What follows belongs to an exercise in optimizing a design on an open flow for small area and a short achievable clock period; a production flow would make more cautious choices. Only simulation tests tie the RTL to the original design; equivalence was not proved.

### design/flow/config.mk
export PLATFORM = sky130hd
export DESIGN_NAME = xortally_net
export DESIGN_NICKNAME = xortally_net
export VERILOG_FILES = /design/flow/design.v
export SDC_FILE = /design/flow/constraint.sdc
export NUM_CORES = 4
export LEC_CHECK = 0
export ABC_AREA = 1
export CAP_MARGIN = 20
export CORE_MARGIN = 2
export CORE_UTILIZATION = 40
export SLEW_MARGIN = 20
### design/flow/constraint.sdc
create_clock -name core_clock -period 11.0 [get_ports {clk}]
set_input_delay 2.2000 -clock core_clock [delete_from_list [all_inputs] [get_ports {clk}]]
set_output_delay 2.2000 -clock core_clock [all_outputs]
set_load 0.01 [all_outputs]
### design/flow/design.v
module matrix(
	input clk,
	input [16:0] in,
	input [16:0] slope,
	output reg [16:0] out
);
function [255:0] rows;
	input [15:0] s;
	begin
		rows = 256'd0;
		case (s)
		16'h0001: rows[15:0] = 16'hffff;
		16'h0003: rows[31:0] = {16'hff00, 16'h00ff};
		16'h0007: rows[47:0] = {16'h3e00, 16'h01f8, 16'h0007};
		16'h000f: rows[63:0] = {16'h7800, 16'h0780, 16'h0078, 16'h0007};
		16'h001f: rows[79:0] = {16'h7000, 16'h0e00, 16'h01e0, 16'h001c, 16'h0003};
		16'h003f: rows[95:0] = {16'h6000, 16'h1c00, 16'h0380, 16'h0060, 16'h001c, 16'h0003};
		16'h007f: rows[111:0] = {16'h6000, 16'h1800, 16'h0600, 16'h01c0, 16'h0030, 16'h000c, 16'h0003};
		16'h00ff: rows[127:0] = {16'hc000, 16'h3000, 16'h0c00, 16'h0300, 16'h00c0, 16'h0030, 16'h000c, 16'h0003};
		16'h01ff: rows[143:0] = {16'hc000, 16'h3000, 16'h0c00, 16'h0200, 16'h0180, 16'h0060, 16'h0018, 16'h0006, 16'h0001};
		16'h03ff: rows[159:0] = {16'hc000, 16'h2000, 16'h1800, 16'h0600, 16'h0100, 16'h00c0, 16'h0020, 16'h0018, 16'h0006, 16'h0001};
		16'h07ff: rows[175:0] = {16'hc000, 16'h2000, 16'h1800, 16'h0400, 16'h0200, 16'h0180, 16'h0040, 16'h0030, 16'h0008, 16'h0006, 16'h0001};
		16'h0fff: rows[191:0] = {16'h8000, 16'h6000, 16'h1000, 16'h0800, 16'h0600, 16'h0100, 16'h0080, 16'h0060, 16'h0010, 16'h0008, 16'h0006, 16'h0001};
		16'h1fff: rows[207:0] = {16'h8000, 16'h6000, 16'h1000, 16'h0800, 16'h0400, 16'h0200, 16'h0180, 16'h0040, 16'h0020, 16'h0010, 16'h000c, 16'h0002, 16'h0001};
		16'h3fff: rows[223:0] = {16'h8000, 16'h4000, 16'h2000, 16'h1800, 16'h0400, 16'h0200, 16'h0100, 16'h0080, 16'h0040, 16'h0020, 16'h0018, 16'h0004, 16'h0002, 16'h0001};
		16'h7fff: rows[239:0] = {16'h8000, 16'h4000, 16'h2000, 16'h1000, 16'h0800, 16'h0400, 16'h0200, 16'h0180, 16'h0040, 16'h0020, 16'h0010, 16'h0008, 16'h0004, 16'h0002, 16'h0001};
		16'hffff: rows = {16'h8000, 16'h4000, 16'h2000, 16'h1000, 16'h0800, 16'h0400, 16'h0200, 16'h0100, 16'h0080, 16'h0040, 16'h0020, 16'h0010, 16'h0008, 16'h0004, 16'h0002, 16'h0001};
		default: rows = 256'd0;
		endcase
	end
endfunction
wire [255:0] r = rows(slope[15:0]);
wire [15:0] prod;
genvar k;
generate for (k = 0; k < 16; k = k + 1) begin : g
	assign prod[k] = |(in[15:0] & r[16*k +: 16]);
end endgenerate
always @(posedge clk) begin
	out[15:0] <= prod;
	out[16] <= in[16] ^ slope[16];
end
endmodule
module add_core(
	input [16:0] in,
	input [32:0] t,
	input [5:0] tc,
	output hold,
	output sign,
	output [31:0] res
);
function [4:0] pc16;
	input [15:0] v;
	integer i;
	begin
		pc16 = 5'd0;
		for (i = 0; i < 16; i = i + 1)
			pc16 = pc16 + v[i];
	end
endfunction
wire si = in[16];
wire st = t[32];
wire [4:0] ic = pc16(in[15:0]);
wire opp = si ^ st;
wire [6:0] d = {tc, 1'b0} - {2'b0, ic};    
wire ile = {1'b0, ic} <= tc;
wire ieq = {1'b0, ic} == tc;
wire dz = d == 7'd0;
wire rsel = opp & (ile | ~d[6]);
wire [4:0] ramt = ile ? ic : d[4:0];
wire [4:0] lamt = opp ? -d[4:0] : ic;
wire [32:0] rs = t >> ramt;
wire [31:0] fill = opp ? ({16'd0, 16'hffff} >> (16 - lamt)) : {15'd0, in};
wire [31:0] ls = (t[31:0] << lamt) | fill;
assign hold = opp & ((st & ieq) | (~st & ~ile & dz));
assign sign = opp ? (ile ? st : si) : si;
assign res = rsel ? rs[31:0] : ls;
endmodule
module squish_sigmoid(
	input [32:0] in,
	output reg [7:0] lv
);
function [5:0] pc32;
	input [31:0] v;
	integer i;
	begin
		pc32 = 6'd0;
		for (i = 0; i < 32; i = i + 1)
			pc32 = pc32 + v[i];
	end
endfunction
reg [15:0] q;
reg th;
integer i;
always @(*) begin
	if (pc32(in[31:0]) <= 6'd16)
		q = in[15:0];
	else
		for (i = 0; i < 16; i = i + 1)
			q[i] = in[2*i] | in[2*i+1];
	th = &(~q[15:1] | q[14:0]);
	if (!th)
		lv = 8'd0;
	else if (!in[32])
		lv = {q[3], q[2], q[1], q[0], 4'b1111};
	else
		lv = {5'd0, q[0] & ~q[1], q[0] & ~q[2], q[0] & ~q[3]};
end
endmodule
module xortally_net(
	input clk,
	input rst,
	input [16:0] x1,
	input [16:0] x2,
	input [16:0] w1,
	input [16:0] w2,
	input [16:0] w3,
	input [16:0] w4,
	input [16:0] w5,
	input [16:0] w6,
	input [16:0] b1,
	input [16:0] b2,
	input [16:0] b3,
	output [16:0] h1,
	output [16:0] h2,
	output [16:0] y
);
wire [7:0] lv1, lv2, lv3;
hidden n1(.clk(clk), .rst(rst), .xa(x1), .wa(w1), .xb(x2), .wb(w2), .b(b1), .lv(lv1));
hidden n2(.clk(clk), .rst(rst), .xa(x1), .wa(w3), .xb(x2), .wb(w4), .b(b2), .lv(lv2));
outer n3(.clk(clk), .rst(rst), .la(lv1), .wa(w5), .lb(lv2), .wb(w6), .b(b3), .lv(lv3));
assign h1 = {1'b0, lv1[7], lv1[6], {2{lv1[5]}}, {4{lv1[4]}}, {4{lv1[3]}}, {2{lv1[2]}}, lv1[1], lv1[0]};
assign h2 = {1'b0, lv2[7], lv2[6], {2{lv2[5]}}, {4{lv2[4]}}, {4{lv2[3]}}, {2{lv2[2]}}, lv2[1], lv2[0]};
assign y = {1'b0, lv3[7], lv3[6], {2{lv3[5]}}, {4{lv3[4]}}, {4{lv3[3]}}, {2{lv3[2]}}, lv3[1], lv3[0]};
endmodule
module hidden(
	input clk,
	input rst,
	input [16:0] xa,
	input [16:0] wa,
	input [16:0] xb,
	input [16:0] wb,
	input [16:0] b,
	output [7:0] lv
);
function [4:0] pc16;
	input [15:0] v;
	integer i;
	begin
		pc16 = 5'd0;
		for (i = 0; i < 16; i = i + 1)
			pc16 = pc16 + v[i];
	end
endfunction
function [5:0] pc32;
	input [31:0] v;
	integer i;
	begin
		pc32 = 6'd0;
		for (i = 0; i < 32; i = i + 1)
			pc32 = pc32 + v[i];
	end
endfunction
wire [16:0] ma, mb;
matrix m_a(.clk(clk), .in(xa), .slope(wa), .out(ma));
matrix m_b(.clk(clk), .in(xb), .slope(wb), .out(mb));
wire [4:0] ca = pc16(ma[15:0]);
reg s1;
reg [15:0] p1;
reg [4:0] c1;
wire h2n, s2n;
wire [31:0] t2n;
reg s2;
reg [31:0] t2;
add_core a2(.in(mb), .t({s1, 16'd0, p1}), .tc({1'b0, c1}), .hold(h2n), .sign(s2n), .res(t2n));
wire h3n, s3n;
wire [31:0] t3n;
reg [32:0] t3;
add_core a3(.in(b), .t({s2, t2}), .tc(pc32(t2)), .hold(h3n), .sign(s3n), .res(t3n));
squish_sigmoid ss(.in(t3), .lv(lv));
always @(posedge clk) begin
	if (rst) begin
		s1 <= 1'b0;
		p1 <= 16'd0;
		c1 <= 5'd0;
		s2 <= 1'b0;
		t2 <= 32'd0;
		t3 <= 33'd0;
	end else begin
		s1 <= ma[16] & (ca != 5'd0);
		p1 <= ma[16] ? ~(16'hffff << ca) : ma[15:0];
		c1 <= ca;
		if (!h2n) begin
			s2 <= s2n;
			t2 <= t2n;
		end
		if (!h3n)
			t3 <= {s3n, t3n};
	end
end
endmodule
module outer(
	input clk,
	input rst,
	input [7:0] la,
	input [16:0] wa,
	input [7:0] lb,
	input [16:0] wb,
	input [16:0] b,
	output [7:0] lv
);
function [4:0] tcount;
	input [15:0] v;
	integer i;
	begin
		tcount = 5'd0;
		for (i = 0; i < 16; i = i + 1)
			if (v[i])
				tcount = i + 1;
	end
endfunction
wire [16:0] ha = {1'b0, la[7], la[6], {2{la[5]}}, {4{la[4]}}, {4{la[3]}}, {2{la[2]}}, la[1], la[0]};
wire [16:0] hb = {1'b0, lb[7], lb[6], {2{lb[5]}}, {4{lb[4]}}, {4{lb[3]}}, {2{lb[2]}}, lb[1], lb[0]};
wire [16:0] ma, mb;
matrix m_a(.clk(clk), .in(ha), .slope(wa), .out(ma));
matrix m_b(.clk(clk), .in(hb), .slope(wb), .out(mb));
wire [4:0] ca = tcount(ma[15:0]);
wire [4:0] cb = tcount(mb[15:0]);
reg s7;
reg [4:0] c7;
reg s8, pv8;
reg [5:0] m8;
reg [3:0] p8;
reg h8n, s8n, pv8n;
reg [5:0] m8n;
reg [3:0] p8n;
reg [5:0] dd;
always @(*) begin
	h8n = 1'b0;
	s8n = mb[16];
	m8n = {1'b0, c7} + {1'b0, cb};
	pv8n = 1'b0;
	p8n = 4'd0;
	dd = {c7, 1'b0} - {1'b0, cb};
	if (mb[16] == s7) begin
		pv8n = mb[16] && m8n <= 6'd16;
	end else if (mb[16]) begin
		if (cb > c7) begin
			h8n = {1'b0, cb} == {c7, 1'b0};
			s8n = 1'b1;
			m8n = cb - c7;
		end else begin
			s8n = 1'b0;
			m8n = c7 - cb;
		end
	end else begin
		if (cb > c7) begin
			s8n = 1'b0;
			m8n = cb - c7;
			pv8n = {c7, 1'b0} > {1'b0, cb};
			p8n = 4'd0 - dd[3:0];
		end else begin
			h8n = cb == c7;
			s8n = 1'b1;
			m8n = c7 - cb;
			pv8n = cb != 5'd0;
			p8n = 4'd0 - cb[3:0];
		end
	end
end
wire [31:0] t8 = ~(32'hffffffff << m8) | ({31'd0, pv8} << {1'b1, p8});
wire h9n, s9n;
wire [31:0] t9n;
reg [32:0] t9;
add_core a9(.in(b), .t({s8, t8}), .tc(m8 + pv8), .hold(h9n), .sign(s9n), .res(t9n));
squish_sigmoid ss(.in(t9), .lv(lv));
always @(posedge clk) begin
	if (rst) begin
		s7 <= 1'b0;
		c7 <= 5'd0;
		s8 <= 1'b0;
		m8 <= 6'd0;
		pv8 <= 1'b0;
		p8 <= 4'd0;
		t9 <= 33'd0;
	end else begin
		s7 <= ma[16] & (ca != 5'd0);
		c7 <= ca;
		if (!h8n) begin
			s8 <= s8n;
			m8 <= m8n;
			pv8 <= pv8n;
			p8 <= p8n;
		end
		if (!h9n)
			t9 <= {s9n, t9n};
	end
end
endmodule
### design/flow/run.sh
#!/bin/bash
# synth_recipe.tcl (not shown) runs the flow's synth.tcl, then flattens the netlist and writes it again
# the make line also repeats each setting of config.mk as NAME=value (left out here)
make -C /OpenROAD-flow-scripts/flow DESIGN_CONFIG=/design/flow/config.mk WORK_HOME=/design/flow/orfs CLKGATE_MAP_FILE= SYNTH_SCRIPT=/design/flow/synth_recipe.tcl finish
==> results of run 1 <==
[sequential cells by signal, summed over array words and instances (netlist names), 32 cells and up]
signal,flops
n2.t3,33
n1.t3,33
n2.t2,32
n1.t2,32
n3.t9,33
[metal layers]
layer	vias up	GRT usage (%)	share of wire (%)
met3	288	3.025	6.3
li1	24920	-	-
met4	0	9.090	3.2
met1	23230	37.68	44
met5	-	0	0
met2	1876	46.21	46
[worst min-delay path, cell delays in order, from the launching register on]
cell and delay [ns]:
dfxtp_1 0.31, nand2_1 0.06, a21oi_1 0.05
[logic make-up (layout without fill, tap and decap cells)]
kind of cell | after synthesis | after routing | share of synthesized area [%]
AOI/OAI and AO/OA | 1590 | 1590 | 20.26
xor gates and xnor gates | 49 | 49 | 0.9865
adders and majority gates | 358 | 358 | 13.48
buffers and inverters | 1488 | 1484 | 13.31
DFF | 329 | 329 | 14.88
muxes | 18 | 18 | 0.4127
other | 1 | 3 | 0.008472
and+or+nand+nor | 3821 | 3821 | 36.67
[cell usage in the layout, fill, tap and decap left out, types with 19 or more instances in the layout]
cell	count
nand2_1	2059
inv_1	1073
nand3_1	807
o21ai_0	699
nor2_1	631
a21oi_1	458
dfxtp_1	329
clkdlybuf4s50_1	235
fa_1	198
ha_1	158
nand4_1	93
o211ai_1	82
nor3_1	73
o22ai_1	70
a31oi_1	60
or2_2	49
clkbuf_16	45
buf_4	43
o21ai_1	42
xor2_1	32
o221ai_1	32
inv_2	30
nand3b_1	26
o21a_1	20
clkinv_1	19
[area by class of cell]
| cell class | instances | area [um2] | share of cell area [%] |
|---|---|---|---|
| repair buffers | 279 | 2680 | 5.502 |
| multi-input cells | 5839 | 31810 | 65.32 |
| flip-flops and latches | 329 | 6586 | 13.52 |
| clock inverters | 27 | 334.1 | 0.6859 |
| inverters | 1123 | 4218 | 8.660 |
| well taps | 1488 | 1862 | 3.822 |
| clock buffers | 55 | 1214 | 2.492 |
[path summary, 6_finish.rpt]
| check | start | slack, ns | to |
|---|---|---|---|
| max | n3.t9[25] | 0.90 | y[11] |
| min reg2reg | n2.t3[10] | 0.47 | n2.t3[10] |
| min | n2.t3[10] | 0.47 | n2.t3[10] |
| max reg2reg | n2.t2[1] | 2.66 | n2.t3[2] |
[stage by stage]
stage | cell area (um2) | std cells
after floorplan | 44270 | 7656
after global placement | 47150 | 9058
after detailed placement | 47150 | 9058
after CTS | 48700 | 9140
after global routing | 48710 | 9140
final | 48710 | 9140
==> run notes, run 1 <==
CP max FO - 27
Routed Antenna Nets - 0
Hold Slack - 0.4713 ns
outcome - complete, no violations
most instantiated cells after synthesis - 2,060 x nand2_1, 1,075 x inv_1, 807 x nand3_1, 701 x o21ai_0, 631 x nor2_1
H-tree depth reported by CTS - 2
grt ovf - 0
critical path's top delay family - adder cells
clock skew - 0.03200 ns
die area - 0.1133 mm2
Synth Register Bits - 329
vias - 50,310
max_cap viols - 0
CTS tree - done
Synth cell types - 74
number of cell rows - 122
Routed WL per cell - 17.76 um
initial antenna violation count - 0
Overall Global Routing Usage - 27.86%
Final Worst Setup Slack - 0.9049 ns
Area growth syn-to-layout - 10.04%
WS Path Type - reg2out
Top FF cell, synth - dfxtp_1
WP depth - 26
Worst Path Required - 8.80 ns
synthesized cell area - 0.04426 mm2
CP max stage delay - 0.63 ns
clock root buffer master - clkbuf_16
final core occ - 44.19%
Crit. End Element - primary output
filler cell count - 12,210
Worst-path clk slew - 0.08 ns
EDFF count, synth - 0
Synth top area share - 17.47%
GPL Wtd Cong - 0.9597
# clock sinks - 329
crit path buf inv count - 7
Port Buffers - 236
hold path cells - 2
Nets - 8,163
Reg2Reg Depth - 28
Mapped Cells - 7,654
post-CTS setup buffer count - 0
Critical Path Source Type - register
most used cell, CP - fa_1
die width - 336.7 um
Tcrit/Tclk final - 91.77%
DR DRC count - 0
sequential area share after synthesis - 14.88%
Worst Tran Pin Value - 1.081 ns
vias in the first global route - 46,940
PostCTS Resize Cnt - 0
total CTS buffers - 44
# IOs - 240
number of detailed-route iterations in the first pass - 9
vias per cell - 5.504
Core ar. - 0.1102 mm2
first-pass GRT wire length - 255,500 um
Die Span Y - 336.7 um
slew margin rel. - 27.46%
Final TNS setup - 0 ns
unrepaired setup endpoints after global routing - no
Place WS - 1.586 ns
# diodes - 0
Longest Clk Path Bufs - 3
Max Fclk - 99.06 MHz
clock latency on the worst-skew pair - 0.63 ns
post-synth top area cell - nand2_1
top-count cell post-synth - nand2_1
Hold Crit Class - reg2reg
routed wire length - 162,300 um
post-DP HPWL - 128,700 um
Tmin final - 10.10 ns
Setup-failing EPs final - 0
average instance area after synthesis - 5.783 um2
CP max-delay cell - o21ai_0
Post-synth ARST share - 0%
Synth warnings - 5
Starting Density - 40.16%
CP arrival - 7.90 ns
largest net degree at the start of global routing - 112
share of cells above drive strength 1 - 3.555%
hold-fix buffer count after cts - 0
Synth area leaders - nand2_1 17%, dfxtp_1 15%, nand3_1 9.1%, inv_1 9.1%, fa_1 9.0%
final hold viol count - 0
Pins Over Slew Limit - 0
initial DRC count - 4,898
==> run 2, diff against run 1 <==
--- a/design/flow/config.mk
+++ b/design/flow/config.mk
@@ -10,3 +10,4 @@
 export CORE_MARGIN = 2
 export CORE_UTILIZATION = 40
+export SETUP_SLACK_MARGIN = 3
 export SLEW_MARGIN = 20
==> run 2 against run 1 <==
Net effect: clock skew grew 0.0039 ns; critical path depth rose by 2; still clean on timing, DRC and antenna; non-clock buffer count is 187 higher; largest cell class unchanged; core utilization increased by 3.0 points.
==> run notes, run 2 <==
Final TNS setup - 0 ns (unchanged)
WS Path Type - reg2out
max_cap viols - 0 (unchanged)
Tcrit/Tclk final - 80.88% (-11 points)
DR DRC count - 0 (unchanged)
Routed Antenna Nets - 0 (unchanged)
post-DP HPWL - 129,500 um (+0.62%)
sequential area share after synthesis - 14.88% (unchanged)
# diodes - 0 (unchanged)
Routed WL per cell - 18.35 um (+3.3%)
worst hold endpoint - n2.t3[10]
clock root buffer master - clkbuf_16
most instantiated cells after synthesis - 2,060 x nand2_1, 1,075 x inv_1, 807 x nand3_1, 701 x o21ai_0, 631 x nor2_1
Worst Hold Launch - n2.t3[10]
Mapped Cells - 7,654 (unchanged)
average instance area after synthesis - 5.783 um2 (unchanged)
Worst Tran Pin Value - 1.032 ns (-0.04905 ns)
vias in the first global route - 48,180 (+2.6%)
EDFF count, synth - 0 (unchanged)
final core occ - 47.20% (+3.0 points)
CP max stage delay - 0.52 ns (-0.11 ns)
final hold viol count - 0 (unchanged)
number of cell rows - 122 (unchanged)
Worst Path Required - 8.80 ns (about the same)
# IOs - 240 (unchanged)
commonest cells after routing, fill and taps aside - 1,978 x nand2_1, 1,047 x inv_1, 791 x nand3_1
Post-synth ARST share - 0% (unchanged)
Final Worst Setup Slack - 2.104 ns (+1.199 ns)
hold path cells - 2 (unchanged)
Worst-path clk slew - 0.06 ns (-0.02 ns)
Starting Density - 40.16% (unchanged)
Place WS - 1.633 ns (+0.04762 ns)
H-tree depth reported by CTS - 2 (unchanged)
slew margin rel. - 31.14% (+3.7 points)
clock skew - 0.03593 ns (+0.003931 ns)
Hold Crit Class - reg2reg
die width - 336.7 um (unchanged)
CP arrival - 6.70 ns (-1.20 ns)
R2R Path Start - n1.t2[0]
post-synth top area cell - nand2_1
commonest non-fill, non-tap cell in the layout - nand2_1
Longest Clk Path Bufs - 3 (unchanged)
R2R setup slack - 3.34 ns (+0.68 ns)
clock latency on the worst-skew pair - 0.64 ns (about the same)
top-count cell post-synth - nand2_1
routed wire length - 171,600 um (+5.7%)
total CTS buffers - 42 (-4.5%)
largest net degree at the start of global routing - 111 (-0.89%)
Top FF cell, synth - dfxtp_1
Synth cell types - 74 (unchanged)
CP max-delay cell - fa_1
GPL Wtd Cong - 0.9764 (+1.7%)
Core ar. - 0.1102 mm2 (unchanged)
Setup-failing EPs final - 0 (unchanged)
Area growth syn-to-layout - 17.51%
Top Registers - n1.t3 (33), n2.t3 (33), n3.t9 (33)
CTS tree - done
vias per cell - 5.599 (+1.7%)
Critical Path Source Type - register
CP max FO - 13 (-52%)
# clock sinks - 329 (unchanged)
unrepaired setup endpoints after global routing - yes
Synth top area share - 17.47% (unchanged)
die area - 0.1133 mm2 (unchanged)
initial antenna violation count - 1 (+1)
first-pass GRT wire length - 264,200 um (+3.4%)
Die Span Y - 336.7 um (unchanged)
grt ovf - 0 (unchanged)
Nets - 8,378 (+2.6%)
most used cell, CP - fa_1
Max Fclk - 112.4 MHz (+13%)
Synth Register Bits - 329 (unchanged)
outcome - complete, no violations
worst r2r dst - n1.t3[0]
Pins Over Slew Limit - 0 (unchanged)
Overall Global Routing Usage - 28.81% (+0.95 points)
initial DRC count - 5,573 (+14%)
Crit. End Element - primary output
post-route non-filler standard cell count - 9,353 (+2.3%)
number of detailed-route iterations in the first pass - 9 (unchanged)
Tmin final - 8.896 ns (-1.199 ns)
share of cells above drive strength 1 - 9.739% (+6.2 points)
Port Buffers - 236 (unchanged)
Synth area leaders - nand2_1 17%, dfxtp_1 15%, nand3_1 9.1%, inv_1 9.1%, fa_1 9.0%
vias - 52,370 (+4.1%)
Placed Instances - 9,058 (unchanged)
synthesized cell area - 0.04426 mm2 (unchanged)
Synth warnings - 5 (unchanged)
Reg2Reg Depth - 26 (-7.1%)
## run 2: cell counts after synthesis
Identical to the previous run, type by type.
## run 2: per-stage QoR
stage                     cell area [um2]  hold WS (ns)
after floorplan                     44280        0.4069
after global placement              47160        0.4760
after detailed placement            47160        0.4708
after CTS                           50170        0.4909
after global routing                52010        0.4988
final                               52010        0.4864
## run 2: per-layer routing
layer,vias to the layer above,part of all wire (%),track usage (%)
met5,-,0.0076,0
met4,2,3.6,9.622
met3,367,7.1,3.261
met2,2295,46,47.88
met1,24290,43,38.72
li1,25420,-,-
## run 2: worst max-delay path, delay by kind of cell (launching register included)
kind	cells	cell delay, ns
AO/OA/AOI/OAI	2	0.26
XOR/XNOR	1	0.15
adder cells (fa/ha/maj)	8	3.48
buffers and inverters	8	0.62
flip-flops	1	0.35
AND/OR/NAND/NOR	9	1.20
## run 2: cells by family after synthesis
logic type | synth area share, %
simple gates | 36.67
compound gates | 20.26
buf+inv | 13.31
fa+ha+maj | 13.48
flops | 14.88
xor+xnor | 0.9865
mux | 0.4127
other cells | 0.008472
## run 2: worst max path at each step
| stage | startpoint | end | slack, ns |
|---|---|---|---|
| floorplan | n3.t9[11] | y[13] | 2.97 |
| global placement | n3.t9[25] | y[8] | 1.66 |
| detailed placement | n3.t9[11] | y[10] | 1.63 |
| CTS | n2.t3[13] | h2[15] | 2.02 |
| global route | n3.t9[19] | y[12] | 1.81 |
| finish | n3.t9[19] | y[12] | 2.10 |
## run 2: layout make-up
| cell class | instances | area, um2 |
|---|---|---|
| inverter | 1123 | 4354 |
| clock buffer | 55 | 1180 |
| fill | 11870 | 58200 |
| tap | 1488 | 1862 |
| sequential | 329 | 6643 |
| multi-input combinational | 5859 | 33070 |
| clock inverter | 23 | 284.0 |
| timing repair inverter | 10 | 72.57 |
| timing repair buffer | 466 | 4554 |
## run 2: what timing repair did
action                     CTS  global route
hold buffers                 0             0
cloned                      22            15
resized for setup          463           251
pin swaps                   86           105
setup endpoints to repair  145           145
setup buffers               86            94
==> run 3, diff against run 2 <==
--- a/design/flow/design.v
+++ b/design/flow/design.v
@@ -41,4 +41,169 @@
 end
 endmodule
+module matrix_t(
+	input clk,
+	input [16:0] in,
+	input [16:0] slope,
+	output reg sign,
+	output reg [4:0] count
+);
+wire [15:0] w = slope[15:0];
+wire valid = w[0] & (&(w[14:0] | ~w[15:1]));
+wire [16:0] we = {1'b0, w};
+wire [16:1] dec;
+wire [15:0] o;
+genvar n;
+generate for (n = 1; n <= 16; n = n + 1) begin : d
+	assign dec[n] = valid & we[n-1] & ~we[n];
+end endgenerate
+assign o[0] = (dec[1] & in[0])
+	| (dec[2] & in[0])
+	| (dec[3] & in[0])
+	| (dec[4] & in[0])
+	| (dec[5] & in[0])
+	| (dec[6] & in[0])
+	| (dec[7] & in[0])
+	| (dec[8] & in[0])
+	| (dec[9] & in[0])
+	| (dec[10] & in[0])
+	| (dec[11] & in[0])
+	| (dec[12] & in[0])
+	| (dec[13] & in[0])
+	| (dec[14] & in[0])
+	| (dec[15] & in[0])
+	| (dec[16] & in[0]);
+assign o[1] = (dec[2] & in[8])
+	| (dec[3] & in[3])
+	| (dec[4] & in[3])
+	| (dec[5] & in[2])
+	| (dec[6] & in[2])
+	| (dec[7] & in[2])
+	| (dec[8] & in[2])
+	| (dec[9] & in[1])
+	| (dec[10] & in[1])
+	| (dec[11] & in[1])
+	| (dec[12] & in[1])
+	| (dec[13] & in[1])
+	| (dec[14] & in[1])
+	| (dec[15] & in[1])
+	| (dec[16] & in[1]);
+assign o[2] = (dec[3] & in[9])
+	| (dec[4] & in[7])
+	| (dec[5] & in[5])
+	| (dec[6] & in[5])
+	| (dec[7] & in[4])
+	| (dec[8] & in[4])
+	| (dec[9] & in[3])
+	| (dec[10] & in[3])
+	| (dec[11] & in[3])
+	| (dec[12] & in[3])
+	| (dec[13] & in[2])
+	| (dec[14] & in[2])
+	| (dec[15] & in[2])
+	| (dec[16] & in[2]);
+assign o[3] = (dec[4] & in[11])
+	| (dec[5] & in[9])
+	| (dec[6] & in[7])
+	| (dec[7] & in[6])
+	| (dec[8] & in[6])
+	| (dec[9] & in[5])
+	| (dec[10] & in[5])
+	| (dec[11] & in[4])
+	| (dec[12] & in[4])
+	| (dec[13] & in[4])
+	| (dec[14] & in[3])
+	| (dec[15] & in[3])
+	| (dec[16] & in[3]);
+assign o[4] = (dec[5] & in[12])
+	| (dec[6] & in[10])
+	| (dec[7] & in[9])
+	| (dec[8] & in[8])
+	| (dec[9] & in[7])
+	| (dec[10] & in[6])
+	| (dec[11] & in[6])
+	| (dec[12] & in[5])
+	| (dec[13] & in[5])
+	| (dec[14] & in[5])
+	| (dec[15] & in[4])
+	| (dec[16] & in[4]);
+assign o[5] = (dec[6] & in[13])
+	| (dec[7] & in[11])
+	| (dec[8] & in[10])
+	| (dec[9] & in[9])
+	| (dec[10] & in[8])
+	| (dec[11] & in[7])
+	| (dec[12] & in[7])
+	| (dec[13] & in[6])
+	| (dec[14] & in[6])
+	| (dec[15] & in[5])
+	| (dec[16] & in[5]);
+assign o[6] = (dec[7] & in[13])
+	| (dec[8] & in[12])
+	| (dec[9] & in[10])
+	| (dec[10] & in[9])
+	| (dec[11] & in[9])
+	| (dec[12] & in[8])
+	| (dec[13] & in[7])
+	| (dec[14] & in[7])
+	| (dec[15] & in[6])
+	| (dec[16] & in[6]);
+assign o[7] = (dec[8] & in[14])
+	| (dec[9] & in[12])
+	| (dec[10] & in[11])
+	| (dec[11] & in[10])
+	| (dec[12] & in[9])
+	| (dec[13] & in[9])
+	| (dec[14] & in[8])
+	| (dec[15] & in[7])
+	| (dec[16] & in[7]);
+assign o[8] = (dec[9] & in[14])
+	| (dec[10] & in[13])
+	| (dec[11] & in[11])
+	| (dec[12] & in[11])
+	| (dec[13] & in[10])
+	| (dec[14] & in[9])
+	| (dec[15] & in[9])
+	| (dec[16] & in[8]);
+assign o[9] = (dec[10] & in[14])
+	| (dec[11] & in[13])
+	| (dec[12] & in[12])
+	| (dec[13] & in[11])
+	| (dec[14] & in[10])
+	| (dec[15] & in[10])
+	| (dec[16] & in[9]);
+assign o[10] = (dec[11] & in[14])
+	| (dec[12] & in[13])
+	| (dec[13] & in[12])
+	| (dec[14] & in[11])
+	| (dec[15] & in[11])
+	| (dec[16] & in[10]);
+assign o[11] = (dec[12] & in[15])
+	| (dec[13] & in[13])
+	| (dec[14] & in[13])
+	| (dec[15] & in[12])
+	| (dec[16] & in[11]);
+assign o[12] = (dec[13] & in[15])
+	| (dec[14] & in[14])
+	| (dec[15] & in[13])
+	| (dec[16] & in[12]);
+assign o[13] = (dec[14] & in[15])
+	| (dec[15] & in[14])
+	| (dec[16] & in[13]);
+assign o[14] = (dec[15] & in[15])
+	| (dec[16] & in[14]);
+assign o[15] = (dec[16] & in[15]);
+integer i;
+reg [4:0] c;
+always @(*) begin
+	c = 5'd0;
+	for (i = 0; i < 16; i = i + 1)
+		if (o[i])
+			c = i + 1;
+end
+always @(posedge clk) begin
+	sign <= in[16] ^ slope[16];
+	count <= c;
+end
+endmodule
 module add_core(
 	input [16:0] in,
@@ -62,48 +227,41 @@
 wire [4:0] ic = pc16(in[15:0]);
 wire opp = si ^ st;
-wire [6:0] d = {tc, 1'b0} - {2'b0, ic};    
 wire ile = {1'b0, ic} <= tc;
 wire ieq = {1'b0, ic} == tc;
-wire dz = d == 7'd0;
-wire rsel = opp & (ile | ~d[6]);
-wire [4:0] ramt = ile ? ic : d[4:0];
-wire [4:0] lamt = opp ? -d[4:0] : ic;
-wire [32:0] rs = t >> ramt;
-wire [31:0] fill = opp ? ({16'd0, 16'hffff} >> (16 - lamt)) : {15'd0, in};
-wire [31:0] ls = (t[31:0] << lamt) | fill;
-assign hold = opp & ((st & ieq) | (~st & ~ile & dz));
+wire [6:0] base = opp ? {tc, 1'b0} + 7'd16 : 7'd16;
+wire [6:0] sd = base - {2'b0, ic};
+wire [5:0] s = (opp & ile) ? {1'b0, ic} + 6'd16 : sd[5:0];
+wire [48:0] x = {st, t[31:0], {16{opp}}};
+wire [48:0] xs = x >> s;
+assign hold = opp & ((st & ieq) | (~st & ~ile & (sd[5:0] == 6'd16)));
 assign sign = opp ? (ile ? st : si) : si;
-assign res = rsel ? rs[31:0] : ls;
+assign res = xs[31:0] | (opp ? 32'd0 : {15'd0, in});
 endmodule
 module squish_sigmoid(
 	input [32:0] in,
-	output reg [7:0] lv
+	output [7:0] lv
 );
-function [5:0] pc32;
-	input [31:0] v;
+function [4:0] pc16;
+	input [15:0] v;
 	integer i;
 	begin
-		pc32 = 6'd0;
-		for (i = 0; i < 32; i = i + 1)
-			pc32 = pc32 + v[i];
+		pc16 = 5'd0;
+		for (i = 0; i < 16; i = i + 1)
+			pc16 = pc16 + v[i];
 	end
 endfunction
-reg [15:0] q;
-reg th;
-integer i;
-always @(*) begin
-	if (pc32(in[31:0]) <= 6'd16)
-		q = in[15:0];
-	else
-		for (i = 0; i < 16; i = i + 1)
-			q[i] = in[2*i] | in[2*i+1];
-	th = &(~q[15:1] | q[14:0]);
-	if (!th)
-		lv = 8'd0;
-	else if (!in[32])
-		lv = {q[3], q[2], q[1], q[0], 4'b1111};
-	else
-		lv = {5'd0, q[0] & ~q[1], q[0] & ~q[2], q[0] & ~q[3]};
-end
+wire [15:0] dq = in[15:0];
+wire [15:0] pq;
+genvar i;
+generate for (i = 0; i < 16; i = i + 1) begin : p
+	assign pq[i] = in[2*i] | in[2*i+1];
+end endgenerate
+wire dth = &(~dq[15:1] | dq[14:0]);
+wire pth = &(~pq[15:1] | pq[14:0]);
+wire big = pc16(in[31:16]) + pc16(in[15:0]) > 6'd16;
+wire [7:0] dlv = !dth ? 8'd0 :
+	!in[32] ? {dq[3:0], 4'b1111} : {5'd0, dq[0] & ~dq[1], dq[0] & ~dq[2], dq[0] & ~dq[3]};
+wire [7:0] plv = {8{pth & ~in[32]}};
+assign lv = big ? plv : dlv;
 endmodule
 module xortally_net(
@@ -209,21 +367,10 @@
 	output [7:0] lv
 );
-function [4:0] tcount;
-	input [15:0] v;
-	integer i;
-	begin
-		tcount = 5'd0;
-		for (i = 0; i < 16; i = i + 1)
-			if (v[i])
-				tcount = i + 1;
-	end
-endfunction
 wire [16:0] ha = {1'b0, la[7], la[6], {2{la[5]}}, {4{la[4]}}, {4{la[3]}}, {2{la[2]}}, la[1], la[0]};
 wire [16:0] hb = {1'b0, lb[7], lb[6], {2{lb[5]}}, {4{lb[4]}}, {4{lb[3]}}, {2{lb[2]}}, lb[1], lb[0]};
-wire [16:0] ma, mb;
-matrix m_a(.clk(clk), .in(ha), .slope(wa), .out(ma));
-matrix m_b(.clk(clk), .in(hb), .slope(wb), .out(mb));
-wire [4:0] ca = tcount(ma[15:0]);
-wire [4:0] cb = tcount(mb[15:0]);
+wire sa, sb;
+wire [4:0] ca, cb;
+matrix_t m_a(.clk(clk), .in(ha), .slope(wa), .sign(sa), .count(ca));
+matrix_t m_b(.clk(clk), .in(hb), .slope(wb), .sign(sb), .count(cb));
 reg s7;
 reg [4:0] c7;
@@ -237,12 +384,12 @@
 always @(*) begin
 	h8n = 1'b0;
-	s8n = mb[16];
+	s8n = sb;
 	m8n = {1'b0, c7} + {1'b0, cb};
 	pv8n = 1'b0;
 	p8n = 4'd0;
 	dd = {c7, 1'b0} - {1'b0, cb};
-	if (mb[16] == s7) begin
-		pv8n = mb[16] && m8n <= 6'd16;
-	end else if (mb[16]) begin
+	if (sb == s7) begin
+		pv8n = sb && m8n <= 6'd16;
+	end else if (sb) begin
 		if (cb > c7) begin
 			h8n = {1'b0, cb} == {c7, 1'b0};
@@ -284,5 +431,5 @@
 		t9 <= 33'd0;
 	end else begin
-		s7 <= ma[16] & (ca != 5'd0);
+		s7 <= sa & (ca != 5'd0);
 		c7 <= ca;
 		if (!h8n) begin
--- a/design/flow/config.mk
+++ b/design/flow/config.mk
@@ -9,5 +9,4 @@
 export CAP_MARGIN = 20
 export CORE_MARGIN = 2
-export CORE_UTILIZATION = 40
-export SETUP_SLACK_MARGIN = 3
+export CORE_UTILIZATION = 60
 export SLEW_MARGIN = 20
==> run 3 against run 2 <==
Net effect: still clean on timing, DRC and antenna; clock skew down 0.016 ns; first-iteration DRC count down 20%; highest routed layer is now met4; area after synthesis shrank 18%; register-to-register slack worse by 0.87 ns.
==> run notes, run 3 <==
post-route non-filler standard cell count - 6,746 (-28%)
Top FF cell, synth - dfxtp_1
Worst-path clk slew - 0.07 ns (about the same)
adder-cell share of the synthesized area - 16.33% (+2.9 points)
Synth top area share - 16.93% (-0.54 points)
Post-synth ARST share - 0% (unchanged)
die area - 0.06248 mm2 (-45%)
Core ar. - 0.06013 mm2 (-45%)
outcome - complete, no violations
Crit. End Element - primary output
Worst Tran Pin Value - 1.062 ns (+0.03036 ns)
largest net degree at the start of global routing - 72 (-35%)
Die Span Y - 250.0 um (-26%)
average instance area after synthesis - 6.138 um2 (+6.1%)
initial antenna violation count - 2 (+1)
slew margin rel. - 29.08% (-2.1 points)
Post-Synth XOR/XNOR Area - 1.251% (+0.26 points)
final hold viol count - 0 (unchanged)
Top Registers - n1.t3 (33), n2.t3 (33), n3.t9 (33)
max_cap viols - 0 (unchanged)
initial DRC count - 4,456 (-20%)
Final TNS setup - 0 ns (unchanged)
Setup-failing EPs final - 0 (unchanged)
first-pass GRT wire length - 185,200 um (-30%)
Mapped Cells - 5,913 (-23%)
vias in the first global route - 36,300 (-25%)
Compound-Gate Fraction of Synth Area - 22.78% (+2.5 points)
DR DRC count - 0 (unchanged)
Overall Global Routing Usage - 35.99% (+7.2 points)
share of cells above drive strength 1 - 3.220% (-6.5 points)
Synth area leaders - dfxtp_1 17%, nand2_1 15%, fa_1 11%, inv_1 10%, o21ai_0 8.0%
clock latency on the worst-skew pair - 0.57 ns (-0.07 ns)
Routed WL per cell - 17.17 um (-6.4%)
CP arrival - 7.38 ns (+0.68 ns)
commonest non-fill, non-tap cell in the layout - nand2_1
unrepaired setup endpoints after global routing - no
CTS tree - done
Hold Crit Class - reg2reg
commonest cells after routing, fill and taps aside - 1,430 x nand2_1, 981 x inv_1, 579 x o21ai_0
Synth warnings - 6 (+1)
number of cell rows - 90 (-26%)
Pins Over Slew Limit - 0 (unchanged)
post-DP HPWL - 91,840 um (-29%)
Max Fclk - 104.4 MHz (-7.1%)
# clock sinks - 307 (-6.7%)
vias per cell - 5.833 (+4.2%)
Tmin final - 9.577 ns (+0.6802 ns)
Nets - 6,479 (-23%)
largest family of logic cells by synthesized area - simple AND/OR/NAND/NOR gates
Synth Register Bits - 307 (-6.7%)
top-count cell post-synth - nand2_1
Routed Antenna Nets - 0 (unchanged)
die width - 250.0 um (-26%)
CP max FO - 14 (+1)
PostCTS Resize Cnt - 0 (-100%)
Worst Path Required - 8.80 ns (about the same)
clock skew - 0.02009 ns (-0.01584 ns)
# IOs - 240 (unchanged)
Longest Clk Path Bufs - 3 (unchanged)
Tcrit/Tclk final - 87.06% (+6.2 points)
WS Path Type - reg2out
routed wire length - 115,800 um (-33%)
Starting Density - 60.36% (+20 points)
H-tree depth reported by CTS - 2 (unchanged)
vias - 39,350 (-25%)
post-CTS setup buffer count - 0 (-100%)
total CTS buffers - 37 (-12%)
Synth cell types - 70 (-5.4%)
Placed Instances - 6,678 (-26%)
Port Buffers - 236 (unchanged)
GPL Wtd Cong - 1.027 (+5.2%)
Post-Synth Simple-Gate Area - 28.15% (-8.5 points)
hold-fix buffer count after cts - 0 (unchanged)
synthesized cell area - 0.03630 mm2 (-18%)
clock root buffer master - clkbuf_16
portion of netlist area occupied by mux cells - 0.3034% (-0.11 points)
Area growth syn-to-layout - 9.476%
most instantiated cells after synthesis - 1,431 x nand2_1, 982 x inv_1, 582 x o21ai_0, 431 x nor2_1, 393 x a21oi_1
sequential area share after synthesis - 16.93% (+2.1 points)
Critical Path Source Type - register
post-synth top area cell - dfxtp_1
EDFF count, synth - 0 (unchanged)
number of detailed-route iterations in the first pass - 7 (-2)
grt ovf - 0 (unchanged)
## run 3: cell types whose count changed after synthesis, sizes merged, moves of 63 or more
cell,delta
nand2,-631
nand3,-431
nor2,-206
inv,-103
o21ai,-120
a21oi,-63
## run 3: routing by layer
| layer | vias up | track usage, % | wire length (um) |
|---|---|---|---|
| li1 | 19310 | - | - |
| met1 | 17990 | 48.57 | 49310 |
| met2 | 1756 | 59.16 | 52730 |
| met3 | 292 | 3.963 | 9258 |
| met4 | 0 | 13.89 | 4498 |
| met5 | - | 0 | 0 |
## run 3: through the flow
stage | setup WS (ns) | area [um2] | hold WS, ns | utilization [%]
after global routing | 1.016 | 39740 | 0.4612 | 66.08
after floorplan | 3.320 | 36300 | 0.4001 | -
after global placement | 1.687 | 38470 | 0.4152 | 63.98
after CTS | 1.401 | 39730 | 0.4357 | 66.07
after detailed placement | 1.557 | 38470 | 0.4266 | 63.98
final | 1.423 | 39740 | 0.4310 | 66.08
## run 3: cells by family (layout without fill, tap and decap cells)
group | count (synthesis) | in the layout
simple gates | 2460 | 2460
compound gates | 1439 | 1439
buf+inv | 1289 | 1336
fa+ha+maj | 355 | 355
flops | 307 | 307
xor+xnor | 51 | 51
mux | 11 | 11
other cells | 1 | 5
## run 3: worst paths after layout
path / from / to / slack [ns] / depth (start not counted)
setup / recovery: n1.t3[0] / h1[15] / 1.42 / 19
hold / removal: n3.m_a.count[0] / n3.c7[0] / 0.43 / 2
setup reg to reg: n2.t2[1] / n2.t3[6] / 2.47 / 25
hold reg to reg: n3.m_a.count[0] / n3.c7[0] / 0.43 / 2
## run 3: area by class of cell
type | count | area, um2
Antenna cell | 2 | 5.005
Clock buffer | 47 | 1025
Clock inverter | 19 | 232.7
Fill cell | 5786 | 20400
Inverter | 1008 | 3786
Multi-Input combinational cell | 4319 | 25010
Sequential cell | 307 | 6146
Tap cell | 782 | 978.4
Timing Repair Buffer | 262 | 2555
## run 3: worst max-delay path, stage by stage, from the launching register on
cell and delay (ns):
dfxtp_1 0.53, inv_1 0.16, fa_1 0.58, fa_1 0.43
fa_1 0.46, fa_1 0.52, fa_1 0.43, fa_1 0.49
inv_1 0.05, ha_1 0.24, fa_1 0.47, or2_2 0.30
nor2_1 0.12, nand3_1 0.11, a21oi_1 0.37, nand2_1 0.09
nand2_1 0.38, o21ai_0 0.34, inv_1 0.18, clkdlybuf4s50_1 0.55
==> run 4, diff against run 3 <==
--- a/design/flow/config.mk
+++ b/design/flow/config.mk
@@ -10,3 +10,4 @@
 export CORE_MARGIN = 2
 export CORE_UTILIZATION = 60
+export SETUP_SLACK_MARGIN = 4
 export SLEW_MARGIN = 20
==> run 4 against run 3 <==
Net effect: the flow now stops in global routing; area after synthesis unchanged; synthesized cell count unchanged.
==> run notes, run 4 <==
Placed Instances - 6,678 (unchanged)
Post-synth ARST share - 0% (unchanged)
Die Span Y - 250.0 um (unchanged)
post-DP HPWL - 92,210 um (+0.41%)
EDFF count, synth - 0 (unchanged)
failing step - global routing
average instance area after synthesis - 6.138 um2 (unchanged)
die width - 250.0 um (unchanged)
worst_ep grt - y[15]
Longest Clk Path Bufs - 3 (unchanged)
sequential area share after synthesis - 16.93% (unchanged)
outcome - did not finish
error message - [ERROR GRT-0232] Routing congestion too high. Check the congestion heatmap in the GUI.
largest net degree at the start of global routing - 84
Synth Register Bits - 307 (unchanged)
# IOs - 240 (unchanged)
Port Buffers - 236 (unchanged)
Synth area leaders - dfxtp_1 17%, nand2_1 15%, fa_1 11%, inv_1 10%, o21ai_0 8.0%
worst ep type - output port
top-count cell post-synth - nand2_1
total CTS buffers - 37 (unchanged)
synthesized cell area - 0.03630 mm2 (unchanged)
Top FF cell, synth - dfxtp_1
clock root buffer master - clkbuf_16
Synth top area share - 16.93% (unchanged)
Overall Global Routing Usage - 72.23%
grt ovf - 33
Starting Density - 60.36% (unchanged)
post-synth top area cell - dfxtp_1
Synth cell types - 70 (unchanged)
Synth warnings - 6 (unchanged)
H-tree depth reported by CTS - 2 (unchanged)
number of cell rows - 90 (unchanged)
# clock sinks - 307 (unchanged)
GPL Wtd Cong - 1.053 (+2.5%)
initial antenna violation count - 20
Mapped Cells - 5,913 (unchanged)
most instantiated cells after synthesis - 1,431 x nand2_1, 982 x inv_1, 582 x o21ai_0, 431 x nor2_1, 393 x a21oi_1
run 4: cell counts after synthesis:
No cell type changed its count.
run 4: layer usage:
layer  overflow  global-route usage, %
met5          0                  46.02
met4         14                  60.77
met3          9                  59.73
met2          8                  85.97
met1          2                  75.40
run 4: cells by family after synthesis:
logic type	Yosys count	share of synthesized area (%)
XOR/XNOR	51	1.251
multiplexers	11	0.3034
flip-flops	307	16.93
AO/OA/AOI/OAI	1439	22.78
adder cells (fa/ha/maj)	355	16.33
AND/OR/NAND/NOR	2460	28.15
buffers and inverters	1289	14.24
other	1	0.01033
run 4: per-stage QoR:
step                      worst slack [ns]  util [%]  hold WS [ns]  instance area, um2
after CTS                            2.931     74.78        0.4210               44970
after floorplan                      3.644         -        0.4001               36890
after global placement               2.003     64.65        0.4180               38880
after detailed placement             1.920     64.65        0.4158               38880
run 4: how the worst max path moves through the flow:
stage                    from        to
CTS                 n1.t3[15]    h1[15]
global placement       b3[13]  n3.t9[5]
detailed placement     b3[13]  n3.t9[5]
floorplan            n1.t3[1]    h1[13]
run 4: what timing repair did:
action,in CTS
pin swaps,257
setup buffers,209
resized for setup,984
endpoints found under the setup margin,170
hold buffers,0
cloned,56
==> run 5, diff against run 4 <==
--- a/design/flow/config.mk
+++ b/design/flow/config.mk
@@ -9,5 +9,5 @@
 export CAP_MARGIN = 20
 export CORE_MARGIN = 2
-export CORE_UTILIZATION = 60
-export SETUP_SLACK_MARGIN = 4
+export CORE_UTILIZATION = 45
+export SETUP_SLACK_MARGIN = 3
 export SLEW_MARGIN = 20
==> run 5 against run 4 <==
Net effect: the run now finishes clean; synthesized cell count unchanged; area after synthesis did not move.
==> run notes, run 5 <==
Post-synth ARST share - 0% (unchanged)
hold path cells - 2
Hold Crit Class - reg2reg
CP max FO - 5
Placed Instances - 6,959 (+4.2%)
DR DRC count - 0
R2R setup slack - 3.32 ns
share of cells above drive strength 1 - 8.816%
# diodes - 0
outcome - complete, no violations
vias per cell - 5.508
first-pass GRT wire length - 196,400 um
clock skew - 0.02272 ns
clock root buffer master - clkbuf_16
Max Fclk - 125.2 MHz
Synth cell types - 70 (unchanged)
area taken by flip-flops and latches - 0.006215 mm2
Crit. End Element - primary output
Place WS - 1.529 ns (-0.3906 ns)
post-synth top area cell - dfxtp_1
Top Registers - n1.t3 (33), n2.t3 (33), n3.t9 (33)
total CTS buffers - 39 (+5.4%)
top-count cell post-synth - nand2_1
filler cell count - 8,376
Mapped Cells - 5,913 (unchanged)
# clock sinks - 307 (unchanged)
EDFF count, synth - 0 (unchanged)
Core ar. - 0.08016 mm2
Port Buffers - 236 (unchanged)
sequential area share after synthesis - 16.93% (unchanged)
Overall Global Routing Usage - 29.11%
WS Path Type - reg2out
Longest Clk Path Bufs - 3 (unchanged)
Starting Density - 45.28% (-15 points)
final hold viol count - 0
commonest non-fill, non-tap cell in the layout - nand2_1
unrepaired setup endpoints after global routing - yes
vias - 39,520
Reg2Reg Depth - 29
Synth top area share - 16.93% (unchanged)
GPL Wtd Cong - 0.9796 (-6.9%)
Multi-input gate area - 0.02579 mm2
Worst Hold Launch - n3.m_a.count[0]
largest net degree at the start of global routing - 74
H-tree depth reported by CTS - 2 (unchanged)
Nets - 6,631
Tmin final - 7.988 ns
vias in the first global route - 36,710
Area growth syn-to-layout - 16.86%
CTS tree - done
clock latency on the worst-skew pair - 0.59 ns
Synth area leaders - dfxtp_1 17%, nand2_1 15%, fa_1 11%, inv_1 10%, o21ai_0 8.0%
# IOs - 240 (unchanged)
worst r2r dst - n1.t3[15]
Top FF cell, synth - dfxtp_1
post-DP HPWL - 96,400 um (+4.5%)
Worst-path clk slew - 0.06 ns
Setup-failing EPs final - 0
post-route non-filler standard cell count - 7,174
number of cell rows - 104 (+16%)
Die Span Y - 288.0 um (+15%)
Synth warnings - 6 (unchanged)
die area - 0.08295 mm2
Final TNS setup - 0 ns
Critical Path Source Type - register
Final Worst Setup Slack - 3.012 ns
max_cap viols - 0
CP arrival - 5.79 ns
Synth Register Bits - 307 (unchanged)
grt ovf - 0
Routed WL per cell - 17.52 um
Routed Antenna Nets - 0
R2R Path Start - n1.t2[1]
Tcrit/Tclk final - 72.62%
worst hold endpoint - n3.c7[0]
synthesized cell area - 0.03630 mm2 (unchanged)
number of detailed-route iterations in the first pass - 7
routed wire length - 125,700 um
die width - 288.0 um (+15%)
commonest cells after routing, fill and taps aside - 1,402 x nand2_1, 943 x inv_1, 542 x o21ai_0
Worst Tran Pin Value - 0.9843 ns
Pins Over Slew Limit - 0
most instantiated cells after synthesis - 1,431 x nand2_1, 982 x inv_1, 582 x o21ai_0, 431 x nor2_1, 393 x a21oi_1
initial DRC count - 3,619
average instance area after synthesis - 6.138 um2 (unchanged)
initial antenna violation count - 1
Worst Path Required - 8.80 ns
slew margin rel. - 34.31%
-- run 5: area by class of cell --
class | count | area share, %
multi-input combinational | 4331 | 60.79
clock inverter | 19 | 0.6018
sequential | 307 | 14.65
timing repair inverter | 7 | 0.1180
timing repair buffer | 393 | 9.056
clock buffer | 49 | 2.507
tap | 1060 | 3.127
inverter | 1008 | 9.147
-- run 5: cell families (layout without fill, tap and decap cells) --
| family | after synthesis | after routing | share of synthesized area (%) |
|---|---|---|---|
| buffers and inverters | 1289 | 1476 | 14.24 |
| AO/OA/AOI/OAI | 1439 | 1447 | 22.78 |
| XOR/XNOR | 51 | 51 | 1.251 |
| other | 1 | 3 | 0.01033 |
| AND/OR/NAND/NOR | 2460 | 2464 | 28.15 |
| multiplexers | 11 | 11 | 0.3034 |
| flip-flops | 307 | 307 | 16.93 |
| adder cells (fa/ha/maj) | 355 | 355 | 16.33 |
-- run 5: timing repair --
action / 4_1_cts / 5_1_grt
resized for setup: 367 / 192
pin swaps: 64 / 71
setup endpoints to repair: 144 / 144
setup buffers: 57 / 64
hold buffers: 0 / 0
gates cloned: 8 / 18
-- run 5: worst max path at each step --
stage                           end      start  depth (start not counted)
after floorplan              h1[15]   n1.t3[0]                         19
after global placement    n2.t3[29]     b2[11]                         28
after detailed placement  n2.t3[31]     b2[11]                         28
after CTS                     h2[6]   n2.t3[3]                         20
after global routing           y[0]  n3.t9[27]                         24
final                          y[0]  n3.t9[27]                         24
-- run 5: layer usage --
layer / up-vias / wire length [um] / track usage, %
met4: 0 / 4454 / 9.417
met5: - / 0 / 0
met2: 1433 / 60520 / 50.49
li1: 19670 / - / -
met1: 18140 / 54230 / 38.20
met3: 280 / 6461 / 2.290
-- run 5: critical path, stage by stage (launching register included) --
cell      delay [ns]
dfxtp_2         0.35
inv_2           0.04
fa_1            0.50
fa_1            0.54
inv_2           0.04
fa_1            0.51
inv_2           0.04
fa_2            0.57
fa_2            0.46
fa_2            0.54
inv_2           0.04
ha_4            0.15
inv_4           0.05
nor2_2          0.04
a211oi_2        0.24
xor2_1          0.17
nand4_1         0.10
nand2_1         0.10
nand3_2         0.10
nor2_2          0.13
inv_2           0.09
nand2_4         0.11
inv_6           0.05
o31ai_4         0.05
buf_2           0.17
-- run 5: per-stage QoR --
stage	util (%)	cell area, um2	hold WS [ns]
after global placement	48.46	38840	0.4247
final	52.92	42420	0.4335
after detailed placement	48.46	38840	0.4196
after global routing	52.92	42420	0.4332
after CTS	51.18	41030	0.4267
after floorplan	-	36300	0.4001

==> separate check: timing with driven ports <==
The flow's constraints put no driver on any port. The routed layouts listed below were extracted and timed again, unchanged, in two steps. Step 1 assumes that a clkbuf_16 drives the clock port and a buf_2 every other input. Step 2 adds t to the input delays and takes it off the output delays; t is the mean of the earliest and latest rising clock arrival at the registers after step 1. Input paths then give back, and output paths get back, about the clock's delay inside the block. a / b / c = ideal / step 1 / step 2; a / b = the first two.
| run | shift t [ns] | slack for setup (ns) | worst register clock-pin slew, ns |
|---|---|---|---|
| run 1 | 0.689 | 0.905 / 0.830 / 1.519 | 0.08 / 0.08 |
| run 2 | 0.696 | 2.104 / 2.024 / 2.561 | 0.08 / 0.08 |
| run 3 | 0.629 | 1.423 / 1.357 / 1.490 | 0.07 / 0.07 |
| run 5 | 0.642 | 3.012 / 2.946 / 2.678 | 0.07 / 0.07 |
After both steps every run listed still meets setup and hold. For run 5, which loses most, drivers alone change the setup slack by -0.066 ns; drivers and shift together by -0.334 ns.
